From an optimization exercise on the open Yosys and OpenROAD flow, aimed at small area and a short achievable clock period; shortcuts taken in it are not production practice.
The RTL was checked by simulation tests, not by an equivalence proof against the original design.
Power figures rest on the tool's default switching activity, not on a simulated workload.

**flow/config.mk**
```make
export PLATFORM = sky130hd
export DESIGN_NAME = systolictop
export DESIGN_NICKNAME = systolictop
export VERILOG_FILES = /design/flow/design.v
export SDC_FILE = /design/flow/constraint.sdc
export NUM_CORES = 4
export LEC_CHECK = 0
export CAP_MARGIN = 20
export CORE_MARGIN = 2
export CORE_UTILIZATION = 45
export PLACE_DENSITY = 0.6
export SLEW_MARGIN = 20
export SYNTH_HIERARCHICAL = 1
```
**flow/constraint.sdc**
```tcl
create_clock -name core_clock -period 10.0 [get_ports {clk}]
set_input_delay 2.0000 -clock core_clock [delete_from_list [all_inputs] [get_ports {clk}]]
set_output_delay 2.0000 -clock core_clock [all_outputs]
set_load 0.01 [all_outputs]
```
**flow/design.v**
```verilog
module processelement (
  input  wire       clk,
  input  wire       clr,
  input  wire [7:0] a,
  input  wire [7:0] a3,
  input  wire [2:0] sel1,
  input  wire [2:0] sel2,
  input  wire [2:0] sel3,
  input  wire       b6,
  input  wire       b7,
  output wire [7:0] acc_n
);
  reg  [7:0] S_n;
  reg  [7:0] C_n;
  wire [7:0] sg_n = S_n | {8{clr}};
  wire [7:0] cg_n = {C_n[7:1], 1'b1};
  assign acc_n = S_n;
  wire p0_0_n = ~((sel1[0] | sel3[0]) & a[0]);
  wire p0_1_n = ~((sel1[0] & a[1]) | (sel2[0] & a[0]) | (sel3[0] & a3[1]));
  wire p0_2_n = ~((sel1[0] & a[2]) | (sel2[0] & a[1]) | (sel3[0] & a3[2]));
  wire p0_3_n = ~((sel1[0] & a[3]) | (sel2[0] & a[2]) | (sel3[0] & a3[3]));
  wire p0_4_n = ~((sel1[0] & a[4]) | (sel2[0] & a[3]) | (sel3[0] & a3[4]));
  wire p0_5_n = ~((sel1[0] & a[5]) | (sel2[0] & a[4]) | (sel3[0] & a3[5]));
  wire p0_6_n = ~((sel1[0] & a[6]) | (sel2[0] & a[5]) | (sel3[0] & a3[6]));
  wire p0_7_n = ~((sel1[0] & a[7]) | (sel2[0] & a[6]) | (sel3[0] & a3[7]));
  wire p1_0_n = ~((sel1[1] | sel3[1]) & a[0]);
  wire p1_1_n = ~((sel1[1] & a[1]) | (sel2[1] & a[0]) | (sel3[1] & a3[1]));
  wire p1_2_n = ~((sel1[1] & a[2]) | (sel2[1] & a[1]) | (sel3[1] & a3[2]));
  wire p1_3_n = ~((sel1[1] & a[3]) | (sel2[1] & a[2]) | (sel3[1] & a3[3]));
  wire p1_4_n = ~((sel1[1] & a[4]) | (sel2[1] & a[3]) | (sel3[1] & a3[4]));
  wire p1_5_n = ~((sel1[1] & a[5]) | (sel2[1] & a[4]) | (sel3[1] & a3[5]));
  wire p2_0_n = ~((sel1[2] | sel3[2]) & a[0]);
  wire p2_1_n = ~((sel1[2] & a[1]) | (sel2[2] & a[0]) | (sel3[2] & a3[1]));
  wire p2_2_n = ~((sel1[2] & a[2]) | (sel2[2] & a[1]) | (sel3[2] & a3[2]));
  wire p2_3_n = ~((sel1[2] & a[3]) | (sel2[2] & a[2]) | (sel3[2] & a3[3]));
  wire p3_0_n = ~(b6 & a[0]);
  wire p3_1_n = ~((b6 & a[1]) ^ (b7 & a[0]));
  wire t1_n, t2_n;
  pe_fa u_t1 (.a(sg_n[4]), .b(cg_n[4]), .c(1'b1), .s(t1_n), .co(t2_n));
  wire t3_n, t4_n;
  pe_fa u_t3 (.a(sg_n[5]), .b(cg_n[5]), .c(p0_5_n), .s(t3_n), .co(t4_n));
  wire t5_n, t6_n;
  pe_fa u_t5 (.a(sg_n[6]), .b(cg_n[6]), .c(p0_6_n), .s(t5_n), .co(t6_n));
  wire t7_n, t8_n;
  pe_fa u_t7 (.a(p1_4_n), .b(p2_2_n), .c(1'b1), .s(t7_n), .co(t8_n));
  wire t9_n = sg_n[7] ^ cg_n[7] ^ p0_7_n;
  wire t10_n = p1_5_n ^ p2_3_n ^ p3_1_n;
  wire t11_n, t12_n;
  pe_fa u_t11 (.a(sg_n[2]), .b(cg_n[2]), .c(1'b1), .s(t11_n), .co(t12_n));
  wire t13_n, t14_n;
  pe_fa u_t13 (.a(sg_n[3]), .b(cg_n[3]), .c(p0_3_n), .s(t13_n), .co(t14_n));
  wire t15_n, t16_n;
  pe_fa u_t15 (.a(t1_n), .b(p0_4_n), .c(p1_2_n), .s(t15_n), .co(t16_n));
  wire t17_n, t18_n;
  pe_fa u_t17 (.a(t3_n), .b(t2_n), .c(p1_3_n), .s(t17_n), .co(t18_n));
  wire t19_n, t20_n;
  pe_fa u_t19 (.a(t7_n), .b(t5_n), .c(t4_n), .s(t19_n), .co(t20_n));
  wire t21_n = t10_n ^ t9_n ^ t6_n;
  wire t22_n, t23_n;
  pe_fa u_t22 (.a(sg_n[0]), .b(p0_0_n), .c(1'b1), .s(t22_n), .co(t23_n));
  wire t24_n, t25_n;
  pe_fa u_t24 (.a(sg_n[1]), .b(cg_n[1]), .c(p0_1_n), .s(t24_n), .co(t25_n));
  wire t26_n, t27_n;
  pe_fa u_t26 (.a(t11_n), .b(p0_2_n), .c(p1_0_n), .s(t26_n), .co(t27_n));
  wire t28_n, t29_n;
  pe_fa u_t28 (.a(t13_n), .b(t12_n), .c(p1_1_n), .s(t28_n), .co(t29_n));
  wire t30_n, t31_n;
  pe_fa u_t30 (.a(t15_n), .b(t14_n), .c(p2_0_n), .s(t30_n), .co(t31_n));
  wire t32_n, t33_n;
  pe_fa u_t32 (.a(t17_n), .b(t16_n), .c(p2_1_n), .s(t32_n), .co(t33_n));
  wire t34_n, t35_n;
  pe_fa u_t34 (.a(t19_n), .b(t18_n), .c(p3_0_n), .s(t34_n), .co(t35_n));
  wire t36_n = t21_n ^ t20_n ^ t8_n;
  always @(posedge clk) begin
    S_n <= {t36_n, t34_n, t32_n, t30_n, t28_n, t26_n, t24_n, t22_n};
    C_n <= {t35_n, t33_n, t31_n, t29_n, t27_n, t25_n, t23_n, 1'b1};
  end
endmodule
module pe_fa (input wire a, input wire b, input wire c, output wire s, output wire co);
  assign s  = a ^ b ^ c;
  assign co = (a & b) | (a & c) | (b & c);
endmodule
module systolicDPcol (
  input  wire        clk,
  input  wire        clr_pre,   
  input  wire [7:0]  a,
  input  wire [7:0]  a3,
  input  wire [23:0] sel1,    
  input  wire [23:0] sel2,
  input  wire [23:0] sel3,
  input  wire [7:0]  b6,
  input  wire [7:0]  b7,
  input  wire [7:0]  rsel,
  output reg  [7:0]  dout
);
  wire [63:0] acc_n;
  reg clr;
  always @(posedge clk) clr <= clr_pre;
  genvar r;
  generate
    for (r = 0; r < 8; r = r + 1) begin : row
      processelement pe (
        .clk(clk), .clr(clr), .a(a), .a3(a3),
        .sel1(sel1[3*r +: 3]), .sel2(sel2[3*r +: 3]), .sel3(sel3[3*r +: 3]),
        .b6(b6[r]), .b7(b7[r]), .acc_n(acc_n[8*r +: 8]));
    end
  endgenerate
  integer i;
  reg [7:0] m;
  always @(*) begin
    m = 8'd0;
    for (i = 0; i < 8; i = i + 1)
      m = m | (~acc_n[8*i +: 8] & {8{rsel[i]}});
  end
  always @(posedge clk) dout <= m;
endmodule
module systolicDP (
  input  wire        clk,
  input  wire        clr_pre,
  input  wire        v,
  input  wire [63:0] memory_in_a,
  input  wire [63:0] memory_in_b,
  input  wire [7:0]  rsel,
  output wire [63:0] memory_out
);
  wire [63:0] a, a3;
  wire [23:0] sel1, sel2, sel3;
  wire [7:0]  b6, b7;
  genvar i;
  generate
    for (i = 0; i < 8; i = i + 1) begin : lane
      systolicFIFO fa (.clk(clk), .din(memory_in_a[8*i +: 8]), .a(a[8*i +: 8]), .a3(a3[8*i +: 8]));
      systolicFIFO_b fb (.clk(clk), .v(v), .din(memory_in_b[8*i +: 8]),
        .sel1(sel1[3*i +: 3]), .sel2(sel2[3*i +: 3]), .sel3(sel3[3*i +: 3]), .b6(b6[i]), .b7(b7[i]));
      systolicDPcol col (.clk(clk), .clr_pre(clr_pre), .a(a[8*i +: 8]), .a3(a3[8*i +: 8]),
        .sel1(sel1), .sel2(sel2), .sel3(sel3), .b6(b6), .b7(b7), .rsel(rsel),
        .dout(memory_out[8*i +: 8]));
    end
  endgenerate
endmodule
module systolicFIFO (
  input  wire       clk,
  input  wire [7:0] din,
  output reg  [7:0] a,
  output reg  [7:0] a3
);
  always @(posedge clk) begin
    a  <= din;
    a3 <= din + {din[6:0], 1'b0};
  end
endmodule
module systolicFIFO_b (
  input  wire       clk,
  input  wire       v,
  input  wire [7:0] din,
  output reg  [2:0] sel1,
  output reg  [2:0] sel2,
  output reg  [2:0] sel3,
  output reg        b6,
  output reg        b7
);
  integer i;
  always @(posedge clk) begin
    for (i = 0; i < 3; i = i + 1) begin
      sel1[i] <= v &  din[2*i] & ~din[2*i+1];
      sel2[i] <= v & ~din[2*i] &  din[2*i+1];
      sel3[i] <= v &  din[2*i] &  din[2*i+1];
    end
    b6 <= v & din[6];
    b7 <= v & din[7];
  end
endmodule
module systolicCU (
  input  wire        clk,
  input  wire        reset,
  input  wire [31:0] matrix_size,
  input  wire        go,
  output reg         done,
  output reg         out_in,
  output reg         in_out,
  output reg  [11:0] addr_a,
  output reg  [11:0] addr_b,
  output reg  [10:0] addr_o,
  output reg         v,        
  output reg         clr_pre,  
  output reg  [7:0]  rsel      
);
  localparam IDLE = 3'd0, WAIT = 3'd1, BODY = 3'd2, TAIL = 3'd3, FIN = 3'd4;
  reg [2:0] state;
  reg [4:0] nb;         
  reg [3:0] ac, bc;     
  reg [7:0] cnt;
  wire [4:0] ac1 = {1'b0, ac} + 5'd1;
  wire [4:0] bc1 = {1'b0, bc} + 5'd1;
  wire last_a   = (ac1 == nb);
  wire last_b   = (bc1 == nb);
  wire body_end = (cnt == {nb, 3'b000});
  wire tail_end = (cnt[4:0] == 5'd24);
  wire next_tile = (state == TAIL) && tail_end && !(last_a && last_b);
  wire start     = (state == IDLE) && go;
  always @(posedge clk) begin
    if (reset) begin
      state   <= IDLE;
      done    <= 1'b0;
      out_in  <= 1'b0;
      in_out  <= 1'b0;
      v       <= 1'b0;
      clr_pre <= 1'b0;
    end else begin
      v       <= (state == BODY) && !body_end;
      clr_pre <= (state == WAIT) || start || next_tile;
      in_out  <= (state == TAIL) && (cnt[4:0] >= 5'd15) && !tail_end;
      done    <= (state == FIN);
      case (state)
        IDLE: if (go) state <= WAIT;
        WAIT: begin
          state  <= BODY;
          out_in <= 1'b1;
        end
        BODY: if (body_end) begin
          state  <= TAIL;
          out_in <= 1'b0;
        end
        TAIL: if (tail_end) state <= (last_a && last_b) ? FIN : WAIT;
        default: ;
      endcase
    end
  end
  always @(posedge clk) begin
    cnt <= (state == BODY && !body_end) || (state == TAIL) ? cnt + 8'd1 : 8'd0;
    if (state == IDLE) begin
      nb <= matrix_size[7:3];
      ac <= 4'd0;
      bc <= 4'd0;
    end else if (next_tile) begin
      ac <= last_a ? 4'd0 : ac1[3:0];
      if (last_a) bc <= bc1[3:0];
    end
    addr_a <= (state == WAIT) ? {8'd0, ac} : addr_a + {7'd0, nb};
    addr_b <= (state == WAIT) ? {8'd0, bc} : addr_b + {7'd0, nb};
    if (state == BODY && cnt[2:0] == 3'd0 && cnt[7:3] == {1'b0, bc})
      addr_o <= addr_a[10:0];
    else if (state == TAIL && cnt[4:0] >= 5'd17)
      addr_o <= addr_o + {6'd0, nb};
    rsel <= {rsel[6:0], (state == TAIL) && (cnt[4:0] == 5'd15)};
  end
endmodule
module systolictop (
  input  wire        clk, reset,
  input  wire [63:0] memory_in_a,
  input  wire [63:0] memory_in_b,
  output wire [63:0] memory_out,
  output wire [31:0] memory_address_A,
  output wire [31:0] memory_address_B,
  output wire        in_out,
  output wire [31:0] memory_address_OUT,
  output wire        out_in,
  input  wire [31:0] matrix_size,
  input  wire        go,
  output wire        done
);
  wire [11:0] addr_a, addr_b;
  wire [10:0] addr_o;
  wire        v, clr_pre;
  wire [7:0]  rsel;
  assign memory_address_A   = {20'h00000, addr_a};
  assign memory_address_B   = {20'h40000, addr_b};
  assign memory_address_OUT = {21'h100000, addr_o};
  systolicCU CTRL (
    .clk(clk), .reset(reset), .matrix_size(matrix_size), .go(go), .done(done),
    .out_in(out_in), .in_out(in_out), .addr_a(addr_a), .addr_b(addr_b), .addr_o(addr_o),
    .v(v), .clr_pre(clr_pre), .rsel(rsel));
  systolicDP DP (
    .clk(clk), .clr_pre(clr_pre), .v(v), .memory_in_a(memory_in_a), .memory_in_b(memory_in_b),
    .rsel(rsel), .memory_out(memory_out));
endmodule
```
**flow/flow/run.sh**
```bash
#!/bin/bash
# The standard layout, with the port buffers made of buf_4 cells instead
# of the slow delay buffers buffer_ports picks by default.
set -euo pipefail
export BUFFER_PORTS_ARGS="-buffer_cell sky130_fd_sc_hd__buf_4"
bash standard.sh > standard_flow.log 2>&1
```
**flow/standard.sh**
```bash
#!/bin/bash
# synth_recipe.tcl (not shown) runs the flow's synth.tcl, then flattens the netlist and writes it again
# the make line also repeats each setting of config.mk as NAME=value (left out here)
make -C /OpenROAD-flow-scripts/flow DESIGN_CONFIG=/design/flow/config.mk WORK_HOME=/design/flow/orfs CLKGATE_MAP_FILE= SYNTH_SCRIPT=/design/flow/synth_recipe.tcl "${@:-finish}"
```
==> out/metrics.csv, run 1 <==
stage;metric;value;unit
setup_path;Worst Path Required;10.75;ns
sta;final period utilization;0.355;
clocking;CTS tree;yes;
setup_path;R2R Path Start;DP.lane[3].fb.sel2[0]$_DFF_P_;
synthesis;synthesized cell area;0.0756;sq mm
clocking;clk sink count;1312;
hold_path;HP Class;reg2reg;
job;Max-Cap Viols;0;
sta;max frequency;282;MHz
sta;Worst-Margin Slew;1.27;ns
power_and_ir_drop;Leak Pwr;29.3;nW
sta;unrepaired setup endpoints after global routing;no;
finish;Synth-to-Final Area Change;14.3;%
drt;drt pass-1 iters;13;
finish;layout cells sized above 1;0.196;
power_and_ir_drop;peak supply drop;0.000208;V
placed_design;placed cell count;8698;
clocking;hold_buf cts;0;
setup_path;R2R cell count;8;
sta;fin. max-slew vios;0;
setup_path;reg2reg end;DP.lane[2].col.row[3].pe.S_n[7]$_DFF_P_;
die;Die Y;414;microns
setup_path;CP Launch Type;register;
sta;Hold Vio Cnt, Final;0;
clocking;post-CTS sizing;0;
drt;Post-route DRC;0;
clocking;postcts setup bufs;0;
placed_design;DP Area;0.0812;sq mm
die;Die Wd;414;microns
setup_path;R2R Setup Slk;6.45;ns
clocking;clock tree buffer depth;3;
global_routing;initial antenna violation count;13;
clocking;clock root cell;clkbuf_16;
global_routing;global route overflow;0;
die;# IOs;326;
placed_design;number of I/O port buffers;237;
global_routing;Global Route Usage Sum;0.328;
sta;final setup TNS;0;ns
setup_path;CP Class;reg2reg;
synthesis;Mean Syn Cell Area;12.6;sq um
clocking;Skew-Pair Late Insertion Delay;0.83;ns
hold_path;hold endpoint;CTRL.rsel[7]$_DFF_P_;
placed_design;DP HPWL;164000;microns
finish;fin nets;7918;
die;Rows;150;
clocking;clock slew at reported path FFs;0.06;ns
placed_design;global placement routability congestion;0.894;
sta;min cycle time layout;3.55;ns
synthesis;Syn Inst Count;5976;
sta;final setup skew;0.0390;ns
die;Starting Density;0.453;
sta;count of final setup violators;0;
drt;Final ANT Viol Nets;0;
setup_path;Worst EP arrival;4.29;ns
global_routing;vias in the first global route;64600;
setup_path;Worst Path Max Fanout;33;
drt;DR vias/cell;6.65;
drt;Vias;59800;
hold_path;Hold Path Stages;0;
die;Die ar.;0.171;sq mm
sta;relative slew slack;0.155;
setup_path;Worst Setup End Kind;register;
drt;DR iter-0 viols;12600;
drt;final WL;279000;microns
finish;Final Cell Area;0.0864;sq mm
clocking;H-tree depth;4;
power_and_ir_drop;pwr dens;241;mW/mm^2
setup_path;CP startpoint;DP.lane[3].fb.sel2[0]$_DFF_P_;
drt;wire per inst;31.1;microns
clocking;Inserted Clock Buffers;155;
global_routing;largest net degree at the start of global routing;65;
run_status;status;complete, no violations;
global_routing;global-route wire length before repair;420000;microns
die;core area;0.167;sq mm
finish;non-filler cells, final;8992;
synthesis;Synth Warn #;11;
hold_path;min-delay src;CTRL.rsel[6]$_DFF_P_;
[metal layers]
| metal | share of wire | GRT usage |
|---|---|---|
| met1 | 0.36 | 0.424 |
| met2 | 0.43 | 0.479 |
| met3 | 0.15 | 0.120 |
| met4 | 0.056 | 0.176 |
| met5 | 0.00060 | 0.00791 |
[critical path, cell delays in order (launching register included)]
cell	delay, ns
dfxtp_2	0.89
buf_4	0.62
a222oi_1	0.25
fa_1	0.53
fa_1	0.42
xor2_1	0.18
xnor2_1	0.21
xnor2_1	0.16
xnor2_1	0.14
[cell type report]
cell class	count	area, sq um
antenna	10	25.0
clock inverter	58	632
tap	2204	2760
multi-input combinational	4652	48300
clock buffer	226	4500
fill	14700	80600
timing repair buffer	415	3120
inverter	115	452
sequential	1312	26600
[layout by cell type, fill, tap and decap left out, types with 16 or more instances in the layout]
cell and count:
fa_1 1035, or2_2 449, dfxtp_1 1194, edfxtp_1 16, conb_1 317, and3b_1 40
buf_4 415, and2_2 16, clkinv_2 33, dfxtp_2 86, or4_1 67, dfxtp_4 16
xor2_1 145, and3_2 16, clkbuf_16 159, xnor3_1 64, o21ai_0 233, inv_2 40
nand2_1 242, a222oi_1 960, a21oi_1 50, inv_1 67, xnor2_1 372, clkbuf_8 27
clkbuf_1 40, ha_1 69, o22ai_1 257, nor2_1 105
[stage by stage]
stage	setup slack (ns)	utilization	hold slack [ns]	total power [mW]
finish	6.45	0.517	0.460	20.8
floorplan	6.75	-	0.391	13.1
global route	6.39	0.517	0.450	22.3
global placement	6.51	0.486	0.427	14.7
CTS	6.51	0.517	0.448	20.9
detailed placement	6.46	0.486	0.427	15.0
[sequential cells by signal, indices dropped and copies added (netlist names), 5 cells and up]
signal and flops:
CTRL.addr_o 11, DP.lane.fa.a3 64, DP.lane.fb.b7 8, CTRL.nb 5, DP.lane.fb.b6 8, CTRL.cnt 8, DP.lane.col.dout 64, DP.lane.fb.sel2 24
DP.lane.col.clr 8, DP.lane.col.row.pe.S_n 512, DP.lane.fb.sel1 24, DP.lane.fb.sel3 24, CTRL.addr_a 12, CTRL.addr_b 12, DP.lane.col.row.pe.C_n 448, CTRL.rsel 8
DP.lane.fa.a 56
[worst max-delay path by stage]
| stage | end | slack (ns) | depth (start not counted) |
|---|---|---|---|
| after detailed placement | DP.lane[7].fa.a3[7]$_DFF_P_ | 6.46 | 8 |
| after global routing | DP.lane[0].col.row[3].pe.S_n[7]$_DFF_P_ | 6.39 | 8 |
| after global placement | DP.lane[6].fa.a3[7]$_DFF_P_ | 6.51 | 8 |
| after CTS | memory_address_OUT[7] | 6.51 | 1 |
| final | DP.lane[2].col.row[3].pe.S_n[7]$_DFF_P_ | 6.45 | 8 |
| after floorplan | DP.lane[0].fa.a3[7]$_DFF_P_ | 6.75 | 7 |
[report_power, final]
part | switching, mW | leakage, nW | internal [mW]
Combinational | 3.64 | 15.9 | 3.42
Clock | 2.42 | 2.53 | 3.35
Sequential | 1.08 | 10.9 | 6.88
Total | 7.14 | 29.3 | 13.6
==> run 2: changes to the inputs <==
--- a/flow/design.v
+++ b/flow/design.v
@@ -178,9 +178,9 @@
   output reg         done,
   output reg         out_in,
   output reg         in_out,
-  output reg  [11:0] addr_a,
-  output reg  [11:0] addr_b,
-  output reg  [10:0] addr_o,
+  output wire [11:0] addr_a_q,
+  output wire [11:0] addr_b_q,
+  output wire [10:0] addr_o_q,
   output reg         v,        
   output reg         clr_pre,  
   output reg  [7:0]  rsel      
@@ -190,6 +190,8 @@
   reg [4:0] nb;         
   reg [3:0] ac, bc;     
   reg [7:0] cnt;
+  reg [11:0] addr_a, addr_b;
+  reg [10:0] addr_o;
   wire [4:0] ac1 = {1'b0, ac} + 5'd1;
   wire [4:0] bc1 = {1'b0, bc} + 5'd1;
   wire last_a   = (ac1 == nb);
@@ -226,6 +228,13 @@
       endcase
     end
   end
+  wire [11:0] addr_a_d = (state == WAIT) ? {8'd0, ac} : addr_a + {7'd0, nb};
+  wire [11:0] addr_b_d = (state == WAIT) ? {8'd0, bc} : addr_b + {7'd0, nb};
+  wire [10:0] addr_o_d =
+      (state == BODY && cnt[2:0] == 3'd0 && cnt[7:3] == {1'b0, bc}) ? addr_a[10:0] :
+      (state == TAIL && cnt[4:0] >= 5'd17) ? addr_o + {6'd0, nb} : addr_o;
+  systolicCU_outreg #(.W(35)) ports (.clk(clk), .d({addr_a_d, addr_b_d, addr_o_d}),
+                                     .q({addr_a_q, addr_b_q, addr_o_q}));
   always @(posedge clk) begin
     cnt <= (state == BODY && !body_end) || (state == TAIL) ? cnt + 8'd1 : 8'd0;
     if (state == IDLE) begin
@@ -236,14 +245,18 @@
       ac <= last_a ? 4'd0 : ac1[3:0];
       if (last_a) bc <= bc1[3:0];
     end
-    addr_a <= (state == WAIT) ? {8'd0, ac} : addr_a + {7'd0, nb};
-    addr_b <= (state == WAIT) ? {8'd0, bc} : addr_b + {7'd0, nb};
-    if (state == BODY && cnt[2:0] == 3'd0 && cnt[7:3] == {1'b0, bc})
-      addr_o <= addr_a[10:0];
-    else if (state == TAIL && cnt[4:0] >= 5'd17)
-      addr_o <= addr_o + {6'd0, nb};
+    addr_a <= addr_a_d;
+    addr_b <= addr_b_d;
+    addr_o <= addr_o_d;
     rsel <= {rsel[6:0], (state == TAIL) && (cnt[4:0] == 5'd15)};
   end
+endmodule
+module systolicCU_outreg #(parameter W = 1) (
+  input  wire         clk,
+  input  wire [W-1:0] d,
+  output reg  [W-1:0] q
+);
+  always @(posedge clk) q <= d;
 endmodule
 module systolictop (
   input  wire        clk, reset,
@@ -268,7 +281,7 @@
   assign memory_address_OUT = {21'h100000, addr_o};
   systolicCU CTRL (
     .clk(clk), .reset(reset), .matrix_size(matrix_size), .go(go), .done(done),
-    .out_in(out_in), .in_out(in_out), .addr_a(addr_a), .addr_b(addr_b), .addr_o(addr_o),
+    .out_in(out_in), .in_out(in_out), .addr_a_q(addr_a), .addr_b_q(addr_b), .addr_o_q(addr_o),
     .v(v), .clr_pre(clr_pre), .rsel(rsel));
   systolicDP DP (
     .clk(clk), .clr_pre(clr_pre), .v(v), .memory_in_a(memory_in_a), .memory_in_b(memory_in_b),
==> flow/flow/run.sh (replaced) <==
#!/bin/bash
# The standard layout, with two changes to how it is optimised:
#  - the port buffers are buf_4 cells instead of the slow delay buffers that
#    buffer_ports picks by default;
#  - repair_timing aims for 6.7 ns of setup slack (a 3.3 ns period) instead
#    of 0, so it shortens the internal paths that the 10 ns clock would
#    otherwise leave alone.
set -euo pipefail
export BUFFER_PORTS_ARGS="-buffer_cell sky130_fd_sc_hd__buf_4"
export SETUP_SLACK_MARGIN=6.7
bash standard.sh > standard_flow.log 2>&1
==> run 2 against run 1 <==
Net effect:
- core utilization grew 0.46 points
- synthesized area grew 0.75%
- clock skew shrank 0.0046 ns
- worst setup slack gained 0.27 ns
- global-route usage shrank 0.55 points
- sequential share of layout area grew 0.37 points
- via count shrank 0.42%
- design area grew 1.2%
- non-clock buffer count shrank 5
- sequential power grew 2%
==> out/metrics.csv, run 2 <==
stage;metric;value;unit;change
sta;final setup skew;0.0344;ns;-0.00463 ns
finish;Multi-input gate area;0.0483;sq mm;about the same
setup_path;CP Depth;1;;-7
synthesis;synthesized cell area;0.0762;sq mm;+0.75%
power_and_ir_drop;internal cell power;14.0;mW;+2.2%
power_and_ir_drop;pwr dens;241;mW/mm^2;about the same
global_routing;global route overflow;0;;unchanged
hold_path;min-delay src;CTRL.rsel[4]$_DFF_P_;;
drt;Post-route DRC;0;;unchanged
hold_path;Hold Path Stages;0;;unchanged
sta;max frequency;305;MHz;+8.1%
finish;Synth-to-Final Area Change;14.8;%;
setup_path;CP Class;reg2out;;
job;Max-Cap Viols;0;;unchanged
die;core area;0.168;sq mm;+0.34%
finish;most frequent cells in the layout;1200 x dfxtp_1, 1035 x fa_1, 960 x a222oi_1;;
finish;commonest non-fill, non-tap cell in the layout;dfxtp_1;;
setup_path;Worst Path Required;8.00;ns;-2.75 ns
power_and_ir_drop;Switching Share;0.337;;-0.00643
clocking;Inserted Clock Buffers;156;;+0.65%
die;Rows;150;;unchanged
sta;relative slew slack;0.224;;+0.0693
placed_design;global placement routability congestion;0.858;;-4.0%
finish;Layout fillers;14600;;-0.82%
hold_path;HP Class;reg2reg;;
setup_path;Worst Path Max Fanout;3;;-91%
power_and_ir_drop;combinational group share of total power;0.328;;-0.012
sta;fin. max-slew vios;0;;unchanged
global_routing;largest net degree at the start of global routing;89;;+37%
die;Die Y;415;microns;+0.37%
sta;final setup TNS;0;ns;unchanged
setup_path;Crit path buffers/inverters;1;;unchanged
placed_design;DP Area;0.0817;sq mm;+0.62%
clocking;clock slew at reported path FFs;0.06;ns;about the same
setup_path;crit-path max cell delay;0.35;ns;-0.54 ns
synthesis;Synth Warn #;12;;+1
finish;layout cells sized above 1;0.201;;+0.00507
setup_path;Worst Setup End Kind;output pin;;
clocking;H-tree depth;4;;unchanged
setup_path;CP Launch Type;register;;
sta;Worst-Margin Slew;1.16;ns;-0.104 ns
synthesis;Syn Inst Count;6011;;+0.59%
drt;wire per inst;31.0;microns;-0.21%
clocking;Skew-Pair Late Insertion Delay;0.84;ns;about the same
setup_path;R2R Path Start;DP.lane[1].fb.sel3[2]$_DFF_P_;;
synthesis;Mean Syn Cell Area;12.7;sq um;+0.16%
sta;min cycle time layout;3.28;ns;-0.266 ns
sta;unrepaired setup endpoints after global routing;yes;;
die;Starting Density;0.454;;+0.00186
clocking;hold_buf cts;0;;unchanged
power_and_ir_drop;peak supply drop;0.000215;V;+3.3%
finish;fin nets;7947;;+0.37%
setup_path;CP max-delay cell;dfxtp_2;;
global_routing;vias in the first global route;63600;;-1.6%
run_status;status;complete, no violations;;
hold_path;hold endpoint;CTRL.rsel[5]$_DFF_P_;;
clocking;clock tree buffer depth;3;;unchanged
finish;Largest Register;DP.lane.col.row.pe.S_n;;
drt;DR vias/cell;6.61;;-0.70%
clocking;clock root cell;clkbuf_16;;
global_routing;Global Route Usage Sum;0.323;;-0.00549
finish;Final Cell Area;0.0875;sq mm;+1.2%
placed_design;DP HPWL;163000;microns;-0.67%
sta;Hold Vio Cnt, Final;0;;unchanged
setup_path;worst path cell trace;buf_6;;
die;Die ar.;0.173;sq mm;+0.74%
power_and_ir_drop;sequential power share;0.386;;+0.003
sta;final period utilization;0.328;;-0.0266
setup_path;R2R cell count;8;;unchanged
drt;DR iter-0 viols;11600;;-7.6%
finish;Register Area;0.0272;sq mm;+2.5%
power_and_ir_drop;Leak Pwr;29.8;nW;+1.6%
clocking;CTS tree;yes;;
drt;final WL;279000;microns;about the same
drt;drt pass-1 iters;14;;+1
drt;Final ANT Viol Nets;0;;unchanged
power_and_ir_drop;Final Power;21.0;mW;+1.2%
finish;biggest regs;DP.lane.col.row.pe.S_n x512, DP.lane.col.row.pe.C_n x448;;
clocking;clk sink count;1347;;+2.7%
die;Die Wd;415;microns;+0.37%
finish;max FFs per register;512;;unchanged
setup_path;reg2reg end;DP.lane[3].col.row[1].pe.S_n[7]$_DFF_P_;;
power_and_ir_drop;Clock power frac;0.286;;+0.009
global_routing;initial antenna violation count;11;;-2
die;# IOs;326;;unchanged
sta;count of final setup violators;0;;unchanged
setup_path;R2R Setup Slk;6.75;ns;+0.30 ns
power_and_ir_drop;P_sw;7.09;mW;-0.66%
setup_path;Worst EP arrival;1.28;ns;-3.01 ns
global_routing;global-route wire length before repair;419000;microns;-0.27%
placed_design;number of I/O port buffers;237;;unchanged
drt;Vias;59600;;-0.42%
setup_path;Crit path max-delay family;flip-flops;;
==> run 2: changes by cell type in the layout (fill, tap and decap cells not counted), moves of 11 or more <==
cell      delta
buf_4       -76
o21ai_0     -11
o21ai_1     +14
edfxtp_1    -11
dfxtp_2     +35
buf_6       +69
==> run 2: area by class of cell <==
type	instances	share of cell area
Sequential cell	1347	0.312
Inverter	116	0.00521
Antenna cell	7	0.000200
Multi-Input combinational cell	4649	0.552
Clock buffer	224	0.0520
Clock inverter	60	0.00898
Timing Repair Buffer	410	0.0384
Tap cell	2204	0.0315
==> run 2: worst max-delay path by stage <==
stage,start,end,slack (ns)
floorplan,memory_in_a[0],DP.lane[0].fa.a3[7]$_DFF_P_,6.75
finish,CTRL.out_in$_SDFFE_PP0P_,out_in,6.72
global placement,memory_in_a[1],DP.lane[0].fa.a3[7]$_DFF_P_,6.48
CTS,CTRL.ports.q[8]$_DFF_P_,memory_address_OUT[8],6.69
detailed placement,memory_in_a[1],DP.lane[0].fa.a3[7]$_DFF_P_,6.46
global route,CTRL.out_in$_SDFFE_PP0P_,out_in,6.68
==> run 2: through the flow <==
step           std cells  hold slack (ns)   util  setup slack (ns)
6_report            9017            0.438  0.522              6.72
5_1_grt             9011            0.460  0.522              6.68
4_1_cts             9008            0.432  0.520              6.69
3_5_place_dp        8724            0.424  0.488              6.46
3_3_place_gp        8724            0.439  0.488              6.48
2_1_floorplan       6262            0.391      -              6.75
==> run 2: timing repair <==
action / 4_1_cts / 5_1_grt
resized for setup: 53 / 60
cloned: 0 / 0
setup buffers: 0 / 2
endpoints found under the setup margin: 64 / 69
==> run 2: power groups by stage <==
stage                     clock network (mW)  logic [mW]  registers (mW)
after floorplan                            0        5.17            7.98
after global placement                     0        6.56            8.17
after detailed placement                   0        6.86            8.18
after CTS                               6.07        6.96            8.11
after global routing                    6.30        7.96            8.30
final                                   6.01        6.91            8.13
==> run 2: routing by layer <==
metal,vias to the layer above,share of wire,global-route usage,wire (microns)
met5,-,0.00025,0,71
met4,10,0.068,0.194,18900
met3,861,0.14,0.102,38100
met2,4521,0.43,0.473,121000
met1,29900,0.36,0.418,101000
li1,24200,-,-,-
==> run 3: changes to the inputs <==
--- a/flow/design.v
+++ b/flow/design.v
@@ -3,11 +3,9 @@
   input  wire       clr,
   input  wire [7:0] a,
   input  wire [7:0] a3,
-  input  wire [2:0] sel1,
-  input  wire [2:0] sel2,
-  input  wire [2:0] sel3,
-  input  wire       b6,
-  input  wire       b7,
+  input  wire [3:0] sel1,
+  input  wire [3:0] sel2,
+  input  wire [3:0] sel3,
   output wire [7:0] acc_n
 );
   reg  [7:0] S_n;
@@ -33,8 +31,8 @@
   wire p2_1_n = ~((sel1[2] & a[1]) | (sel2[2] & a[0]) | (sel3[2] & a3[1]));
   wire p2_2_n = ~((sel1[2] & a[2]) | (sel2[2] & a[1]) | (sel3[2] & a3[2]));
   wire p2_3_n = ~((sel1[2] & a[3]) | (sel2[2] & a[2]) | (sel3[2] & a3[3]));
-  wire p3_0_n = ~(b6 & a[0]);
-  wire p3_1_n = ~((b6 & a[1]) ^ (b7 & a[0]));
+  wire p3_0_n = ~((sel1[3] | sel3[3]) & a[0]);
+  wire p3_1_n = ~((sel1[3] & a[1]) | (sel2[3] & a[0]) | (sel3[3] & a3[1]));
   wire t1_n, t2_n;
   pe_fa u_t1 (.a(sg_n[4]), .b(cg_n[4]), .c(1'b1), .s(t1_n), .co(t2_n));
   wire t3_n, t4_n;
@@ -85,11 +83,9 @@
   input  wire        clr_pre,   
   input  wire [7:0]  a,
   input  wire [7:0]  a3,
-  input  wire [23:0] sel1,    
-  input  wire [23:0] sel2,
-  input  wire [23:0] sel3,
-  input  wire [7:0]  b6,
-  input  wire [7:0]  b7,
+  input  wire [31:0] sel1,    
+  input  wire [31:0] sel2,
+  input  wire [31:0] sel3,
   input  wire [7:0]  rsel,
   output reg  [7:0]  dout
 );
@@ -101,8 +97,8 @@
     for (r = 0; r < 8; r = r + 1) begin : row
       processelement pe (
         .clk(clk), .clr(clr), .a(a), .a3(a3),
-        .sel1(sel1[3*r +: 3]), .sel2(sel2[3*r +: 3]), .sel3(sel3[3*r +: 3]),
-        .b6(b6[r]), .b7(b7[r]), .acc_n(acc_n[8*r +: 8]));
+        .sel1(sel1[4*r +: 4]), .sel2(sel2[4*r +: 4]), .sel3(sel3[4*r +: 4]),
+        .acc_n(acc_n[8*r +: 8]));
     end
   endgenerate
   integer i;
@@ -124,16 +120,15 @@
   output wire [63:0] memory_out
 );
   wire [63:0] a, a3;
-  wire [23:0] sel1, sel2, sel3;
-  wire [7:0]  b6, b7;
+  wire [31:0] sel1, sel2, sel3;
   genvar i;
   generate
     for (i = 0; i < 8; i = i + 1) begin : lane
       systolicFIFO fa (.clk(clk), .din(memory_in_a[8*i +: 8]), .a(a[8*i +: 8]), .a3(a3[8*i +: 8]));
       systolicFIFO_b fb (.clk(clk), .v(v), .din(memory_in_b[8*i +: 8]),
-        .sel1(sel1[3*i +: 3]), .sel2(sel2[3*i +: 3]), .sel3(sel3[3*i +: 3]), .b6(b6[i]), .b7(b7[i]));
+        .sel1(sel1[4*i +: 4]), .sel2(sel2[4*i +: 4]), .sel3(sel3[4*i +: 4]));
       systolicDPcol col (.clk(clk), .clr_pre(clr_pre), .a(a[8*i +: 8]), .a3(a3[8*i +: 8]),
-        .sel1(sel1), .sel2(sel2), .sel3(sel3), .b6(b6), .b7(b7), .rsel(rsel),
+        .sel1(sel1), .sel2(sel2), .sel3(sel3), .rsel(rsel),
         .dout(memory_out[8*i +: 8]));
     end
   endgenerate
@@ -153,21 +148,17 @@
   input  wire       clk,
   input  wire       v,
   input  wire [7:0] din,
-  output reg  [2:0] sel1,
-  output reg  [2:0] sel2,
-  output reg  [2:0] sel3,
-  output reg        b6,
-  output reg        b7
+  output reg  [3:0] sel1,
+  output reg  [3:0] sel2,
+  output reg  [3:0] sel3
 );
   integer i;
   always @(posedge clk) begin
-    for (i = 0; i < 3; i = i + 1) begin
+    for (i = 0; i < 4; i = i + 1) begin
       sel1[i] <= v &  din[2*i] & ~din[2*i+1];
       sel2[i] <= v & ~din[2*i] &  din[2*i+1];
       sel3[i] <= v &  din[2*i] &  din[2*i+1];
     end
-    b6 <= v & din[6];
-    b7 <= v & din[7];
   end
 endmodule
 module systolicCU (
==> flow/flow/run.sh (replaced) <==
#!/bin/bash
# The standard layout, with these changes to how it is optimised:
#  - the port buffers are buf_4 cells instead of the slow delay buffers that
#    buffer_ports picks by default;
#  - repair_timing aims for 7 ns of setup slack (a 3 ns period) instead of 0,
#    so it shortens the internal paths that the 10 ns clock leaves alone;
set -euo pipefail
export BUFFER_PORTS_ARGS="-buffer_cell sky130_fd_sc_hd__buf_4"
export SETUP_SLACK_MARGIN=7.0
export CTS_ARGS="-sink_clustering_enable -repair_clock_nets -dont_use_dummy_load -sink_clustering_size 20 -sink_clustering_max_diameter 80"
bash standard.sh > standard_flow.log 2>&1
==> run 3 against run 2 <==
Net effect:
- first-iteration DRC count rose by 11%
- flip-flop and latch count rose by 8
- clock skew rose by 0.055 ns
- via count rose by 3.5%
- maximum frequency rose by 2.1%
- sequential share of layout area rose by 0.68 points
- count of clock-buffer cells in the layout fell by 121
- power fell by 9.8%
- global-route usage rose by 1.2 points
- design area fell by 1.1%
==> out/metrics.csv, run 3 <==
stage;metric;value;unit;change
drt;wire per inst;34.1;microns;+10%
placed_design;global placement routability congestion;0.877;;+2.2%
setup_path;R2R cell count;6;;-2
clocking;clock tree buffer depth;3;;unchanged
synthesis;synthesized cell area;0.0753;sq mm;-1.1%
die;# IOs;326;;unchanged
global_routing;initial antenna violation count;16;;+5
clocking;H-tree depth;3;;-1
clocking;clock slew at reported path FFs;0.10;ns;+0.04 ns
finish;biggest regs;DP.lane.col.row.pe.S_n x512, DP.lane.col.row.pe.C_n x448;;
sta;worst hold slack;0.468;ns;+0.0302 ns
global_routing;Global Route Usage Sum;0.334;;+0.0116
setup_path;Worst Path Max Fanout;1;;-2
setup_path;Worst Path Required;8.00;ns;about the same
setup_path;CP max-delay cell;dfxtp_2;;
sta;max frequency;311;MHz;+2.1%
synthesis;Syn Inst Count;5963;;-0.80%
drt;DR vias/cell;6.94;;+5.1%
finish;most frequent cells in the layout;1138 x dfxtp_1, 1024 x a222oi_1, 1023 x fa_1;;
power_and_ir_drop;peak supply drop;0.000187;V;-13%
clocking;hold_buf cts;0;;unchanged
sta;final setup skew;0.0896;ns;+0.0553 ns
finish;commonest non-fill, non-tap cell in the layout;dfxtp_1;;
drt;Post-route DRC;0;;unchanged
die;Rows;150;;unchanged
sta;final period utilization;0.321;;-0.00676
clocking;clk sink count;1355;;+0.59%
global_routing;vias in the first global route;63700;;+0.12%
placed_design;number of I/O port buffers;237;;unchanged
job;Max-Cap Viols;0;;unchanged
finish;fin nets;7925;;-0.28%
clocking;Inserted Clock Buffers;103;;-34%
finish;layout cells sized above 1;0.209;;+0.00783
sta;relative slew slack;0.131;;-0.0935
setup_path;CP Launch Type;register;;
power_and_ir_drop;pwr dens;219;mW/mm^2;-8.8%
clocking;CTS tree;yes;;
setup_path;CP Class;reg2out;;
finish;Synth-to-Final Area Change;14.9;%;about the same
setup_path;Worst EP arrival;1.21;ns;-0.07 ns
die;core area;0.167;sq mm;-0.56%
hold_path;HP Class;reg2reg;;
setup_path;crit-path max cell delay;0.33;ns;-0.02 ns
setup_path;Worst Setup End Kind;output pin;;
power_and_ir_drop;Leak Pwr;29.0;nW;-2.8%
global_routing;global route overflow;0;;unchanged
sta;Hold Vio Cnt, Final;0;;unchanged
run_status;status;complete, no violations;;
sta;count of final setup violators;0;;unchanged
clocking;clock root cell;clkbuf_16;;
synthesis;Mean Syn Cell Area;12.6;sq um;-0.35%
global_routing;global-route wire length before repair;426000;microns;+1.5%
clocking;Skew-Pair Late Insertion Delay;0.78;ns;-0.06 ns
sta;fin. max-slew vios;0;;unchanged
finish;max FFs per register;512;;unchanged
die;Starting Density;0.452;;-0.00267
finish;Largest Register;DP.lane.col.row.pe.S_n;;
sta;Worst-Margin Slew;1.30;ns;+0.140 ns
die;Die Wd;413;microns;-0.57%
setup_path;Crit path buffers/inverters;1;;unchanged
setup_path;Crit path max-delay family;flip-flops;;
hold_path;Hold Path Stages;1;;+1
global_routing;largest net degree at the start of global routing;82;;-7.9%
placed_design;DP HPWL;168000;microns;+3.4%
sta;min cycle time layout;3.21;ns;-0.0676 ns
drt;drt pass-1 iters;14;;unchanged
setup_path;CP Depth;1;;unchanged
drt;DR iter-0 viols;12900;;+11%
sta;unrepaired setup endpoints after global routing;yes;;
drt;Final ANT Viol Nets;0;;unchanged
synthesis;Synth Warn #;12;;unchanged
die;Die ar.;0.171;sq mm;-1.1%
die;Die Y;413;microns;-0.57%
drt;final WL;303000;microns;+8.4%
drt;Vias;61600;;+3.5%
sta;final setup TNS;0;ns;unchanged
setup_path;worst path cell trace;buf_6;;
## run 3: what timing repair did
item / CTS / global route
resized for setup: 269 / 128
endpoints found under the setup margin: 355 / 250
pin swaps: 4 / 65
cloned: 1 / 10
setup buffers: 7 / 52
## run 3: per-layer routing
layer | track usage | routed length (microns)
met1 | 0.435 | 108000
met2 | 0.493 | 128000
met3 | 0.128 | 49800
met4 | 0.149 | 17200
met5 | 0.00650 | 590
## run 3: layout make-up
type | instances | area, sq um
antenna | 15 | 37.5
clock buffer | 103 | 2580
fill | 14500 | 80100
inverter | 116 | 455
multi-input combinational | 4593 | 47800
sequential | 1355 | 27500
tap | 2204 | 2760
timing repair buffer | 489 | 5320
## run 3: final timing paths
check / from / to / slack [ns]
min reg2reg: DP.lane[6].col.row[0].pe.C_n[1]$_DFF_P_ / DP.lane[6].col.row[0].pe.C_n[2]$_DFF_P_ / 0.47
max: DP.lane[4].col.dout[4]$_DFF_P_ / memory_out[36] / 6.79
min: DP.lane[6].col.row[0].pe.C_n[1]$_DFF_P_ / DP.lane[6].col.row[0].pe.C_n[2]$_DFF_P_ / 0.47
max reg2reg: DP.lane[3].fb.sel2[0]$_DFF_P_ / DP.lane[0].col.row[3].pe.S_n[5]$_DFF_P_ / 7.02
## run 3: power breakdown
| part | internal [mW] | total, mW | switching [mW] | leakage, nW |
|---|---|---|---|---|
| Sequential | 7.08 | 8.18 | 1.10 | 11.3 |
| Combinational | 3.33 | 6.95 | 3.61 | 16.4 |
| Clock | 1.81 | 3.85 | 2.04 | 1.27 |
| Total | 12.2 | 19.0 | 6.76 | 29.0 |
## run 3: stage by stage
| step | std cells | power (mW) | utilization | area (sq um) | setup WS [ns] |
|---|---|---|---|---|---|
| after global routing | 8860 | 20.3 | 0.519 | 86500 | 6.77 |
| after CTS | 8798 | 18.9 | 0.510 | 85000 | 6.76 |
| after floorplan | 6214 | 13.1 | - | 76300 | 6.82 |
| after detailed placement | 8687 | 15.0 | 0.489 | 81500 | 6.49 |
| final | 8875 | 19.0 | 0.519 | 86500 | 6.79 |
| after global placement | 8687 | 14.7 | 0.489 | 81500 | 6.52 |
==> run 4: changes to the inputs <==
==> flow/flow/run.sh (replaced) <==
#!/bin/bash
# The standard layout, with these changes to how it is optimised:
#  - the port buffers are buf_4 cells instead of the slow delay buffers that
#    buffer_ports picks by default;
#  - repair_timing aims for 6.8 ns of setup slack (a 3.2 ns period) instead of 0,
#    so it shortens the internal paths that the 10 ns clock leaves alone;
set -euo pipefail
export BUFFER_PORTS_ARGS="-buffer_cell sky130_fd_sc_hd__buf_4"
export SETUP_SLACK_MARGIN=6.8
export CTS_ARGS="-sink_clustering_enable -repair_clock_nets -dont_use_dummy_load -sink_clustering_size 20 -sink_clustering_max_diameter 80"
bash standard.sh > standard_flow.log 2>&1
==> run 4 against run 3 <==
Net effect:
- clock power down 5%
- critical endpoint is now out_in
- critical path depth unchanged
- flip-flop and latch count unchanged
- global-route usage down 0.41 points
- highest routed layer unchanged
- maximum frequency up 0.31%
==> out/metrics.csv, run 4 <==
stage;metric;value;unit;change
finish;max FFs per register;512;;unchanged
clocking;CTS tree;yes;;
die;Rows;150;;unchanged
setup_path;Worst Path Required;8.00;ns;about the same
drt;DR iter-0 viols;13000;;+0.15%
drt;wire per inst;32.3;microns;-5.3%
global_routing;initial antenna violation count;17;;+1
global_routing;Global Route Usage Sum;0.330;;-0.00411
setup_path;Crit path max-delay family;flip-flops;;
finish;Largest Register;DP.lane.col.row.pe.S_n;;
setup_path;CP Class;reg2out;;
synthesis;Syn Inst Count;5963;;unchanged
setup_path;crit-path max cell delay;0.35;ns;+0.02 ns
sta;final period utilization;0.320;;-0.000998
drt;drt pass-1 iters;15;;+1
finish;fin nets;7852;;-0.92%
sta;min cycle time layout;3.20;ns;-0.00998 ns
die;core area;0.167;sq mm;unchanged
setup_path;Crit path buffers/inverters;1;;unchanged
drt;Post-route DRC;0;;unchanged
die;Die Y;413;microns;unchanged
power_and_ir_drop;pwr dens;221;mW/mm^2;+0.90%
global_routing;vias in the first global route;64000;;+0.60%
global_routing;global-route wire length before repair;421000;microns;-1.1%
clocking;H-tree depth;3;;unchanged
setup_path;CP Launch Type;register;;
clocking;clock tree buffer depth;3;;unchanged
setup_path;worst path cell trace;buf_6;;
finish;non-filler cells, final;8798;;-0.87%
drt;Final ANT Viol Nets;0;;unchanged
placed_design;DP HPWL;170000;microns;+0.88%
synthesis;Mean Syn Cell Area;12.6;sq um;unchanged
sta;final setup skew;0.0801;ns;-0.00951 ns
finish;Layout fillers;14800;;+2.5%
clocking;clk sink count;1355;;unchanged
setup_path;CP max-delay cell;dfxtp_2;;
drt;DR vias/cell;6.83;;-1.6%
setup_path;Worst Path Max Fanout;2;;+1
drt;Vias;60100;;-2.4%
sta;Hold Vio Cnt, Final;0;;unchanged
power_and_ir_drop;peak supply drop;0.000178;V;-4.7%
finish;Synth-to-Final Area Change;12.4;%;
drt;final WL;284000;microns;-6.1%
die;Die Wd;413;microns;unchanged
clocking;clock root cell;clkbuf_16;;
run_status;status;complete, no violations;;
die;# IOs;326;;unchanged
power_and_ir_drop;Leak Pwr;28.2;nW;-2.7%
sta;fin. max-slew vios;0;;unchanged
job;Max-Cap Viols;0;;unchanged
sta;relative slew slack;0.160;;+0.0292
drt;highest routed layer;met5;;
placed_design;placed cell count;8687;;unchanged
clocking;Skew-Pair Late Insertion Delay;0.76;ns;-0.02 ns
sta;final setup TNS;0;ns;unchanged
placed_design;global placement routability congestion;0.888;;+1.3%
drt;met2 wire len;122000;microns;-4.3%
finish;layout cells sized above 1;0.197;;-0.0120
setup_path;Worst EP arrival;1.20;ns;about the same
sta;Worst-Margin Slew;1.26;ns;-0.0437 ns
finish;most frequent cells in the layout;1146 x dfxtp_1, 1027 x fa_1, 1024 x a222oi_1;;
drt;Met3 Wirelength;43900;microns;-12%
synthesis;synthesized cell area;0.0753;sq mm;unchanged
placed_design;number of I/O port buffers;237;;unchanged
drt;met1 wire length;104000;microns;-3.8%
global_routing;largest net degree at the start of global routing;97;;+18%
sta;unrepaired setup endpoints after global routing;yes;;
clocking;Inserted Clock Buffers;96;;-6.8%
die;Starting Density;0.452;;unchanged
synthesis;Synth Warn #;12;;unchanged
sta;max frequency;312;MHz;+0.31%
sta;count of final setup violators;0;;unchanged
global_routing;global route overflow;0;;unchanged
finish;commonest non-fill, non-tap cell in the layout;dfxtp_1;;
clocking;hold_buf cts;0;;unchanged
finish;biggest regs;DP.lane.col.row.pe.S_n x512, DP.lane.col.row.pe.C_n x448;;
clocking;clock slew at reported path FFs;0.08;ns;-0.02 ns
setup_path;Worst Setup End Kind;output pin;;
die;Die ar.;0.171;sq mm;unchanged
hold_path;HP Class;reg2reg;;
-- run 4: power by group --
group          switching [mW]  internal, mW  total [mW]
registers                1.12          7.08        8.20
clock network            1.98          1.69        3.67
logic                    3.56          3.29        6.85
-- run 4: layout make-up --
type	count	area [sq um]	share of cell area
Tap cell	2204	2760	0.0326
Timing Repair Buffer	423	3690	0.0436
Clock buffer	96	2400	0.0284
Antenna cell	11	27.5	0.000325
Inverter	116	455	0.00538
Sequential cell	1355	27500	0.325
Multi-Input combinational cell	4593	47800	0.564
-- run 4: metrics by stage --
stage               total power, mW  utilization  cell area, sq um  hold slack, ns  worst slack, ns
floorplan                      13.1            -             76200           0.391             6.82
global placement               14.7        0.489             81500           0.463             6.50
detailed placement             15.0        0.489             81500           0.471             6.44
CTS                            18.8        0.506             84400           0.483             6.75
global route                   20.1        0.508             84600           0.505             6.75
finish                         18.7        0.508             84600           0.479             6.80
-- run 4: timing repair --
| item | in CTS | in global routing |
|---|---|---|
| gates resized for setup | 193 | 52 |
| setup buffers | 1 | 3 |
| pin swaps | 0 | 0 |
| cloned | 0 | 0 |
| setup endpoints to repair | 168 | 214 |
-- run 4: final timing paths --
kind / startpoint / endpoint / slack (ns) / depth (start not counted)
worst max-delay path: CTRL.out_in$_SDFFE_PP0P_ / out_in / 6.80 / 1
worst min-delay path: CTRL.addr_a[4]$_DFF_P_ / CTRL.ports.q[4]$_DFF_P_ / 0.48 / 2
worst max register to register: DP.lane[4].fb.sel2[0]$_DFF_P_ / DP.lane[2].col.row[4].pe.S_n[7]$_DFF_P_ / 6.83 / 8
worst min register to register: CTRL.addr_a[4]$_DFF_P_ / CTRL.ports.q[4]$_DFF_P_ / 0.48 / 2
-- run 4: metal layers --
metal / global-route usage / up-vias
met5: 0.000848 / -
met4: 0.151 / 14
met3: 0.132 / 799
met2: 0.483 / 4646
met1: 0.428 / 30500
li1: - / 24100
-- run 4: tightest hold or removal path, stage by stage, from the launching register on --
cell and delay [ns]:
dfxtp_1 0.32, nand2_1 0.05, o21ai_1 0.07

-- afterwards: timing with drivers on the ports --
No port has a modelled driver above. Below, the same layouts with a new extraction and two added sets of constraints.
Step 1, drivers: a clkbuf_16 drives clk and a buf_2 each remaining input, both assumed.
Step 2 adds t to the input delays and takes it off the output delays; t is the mean of the earliest and latest rising clock arrival at the registers after step 1. Input paths then give back, and output paths get back, about the clock's delay inside the block.
Slacks: no drivers / after step 1 / after step 2; pairs: no drivers / after step 1.
run	t, ns	slack for setup (ns)	worst slew at a driven data input, ns	cell pins on the clock port's net
run 1	0.896	6.454 / 6.454 / 6.422	0.07	1
run 2	0.912	6.720 / 6.631 / 6.423	0.07	1
run 3	0.819	6.787 / 6.700 / 6.467	0.06	1
run 4	0.809	6.797 / 6.708 / 6.447	0.06	1
After both steps every run listed still meets setup and hold. For run 4, which loses most, drivers alone change the setup slack by -0.089 ns; drivers and shift together by -0.350 ns.
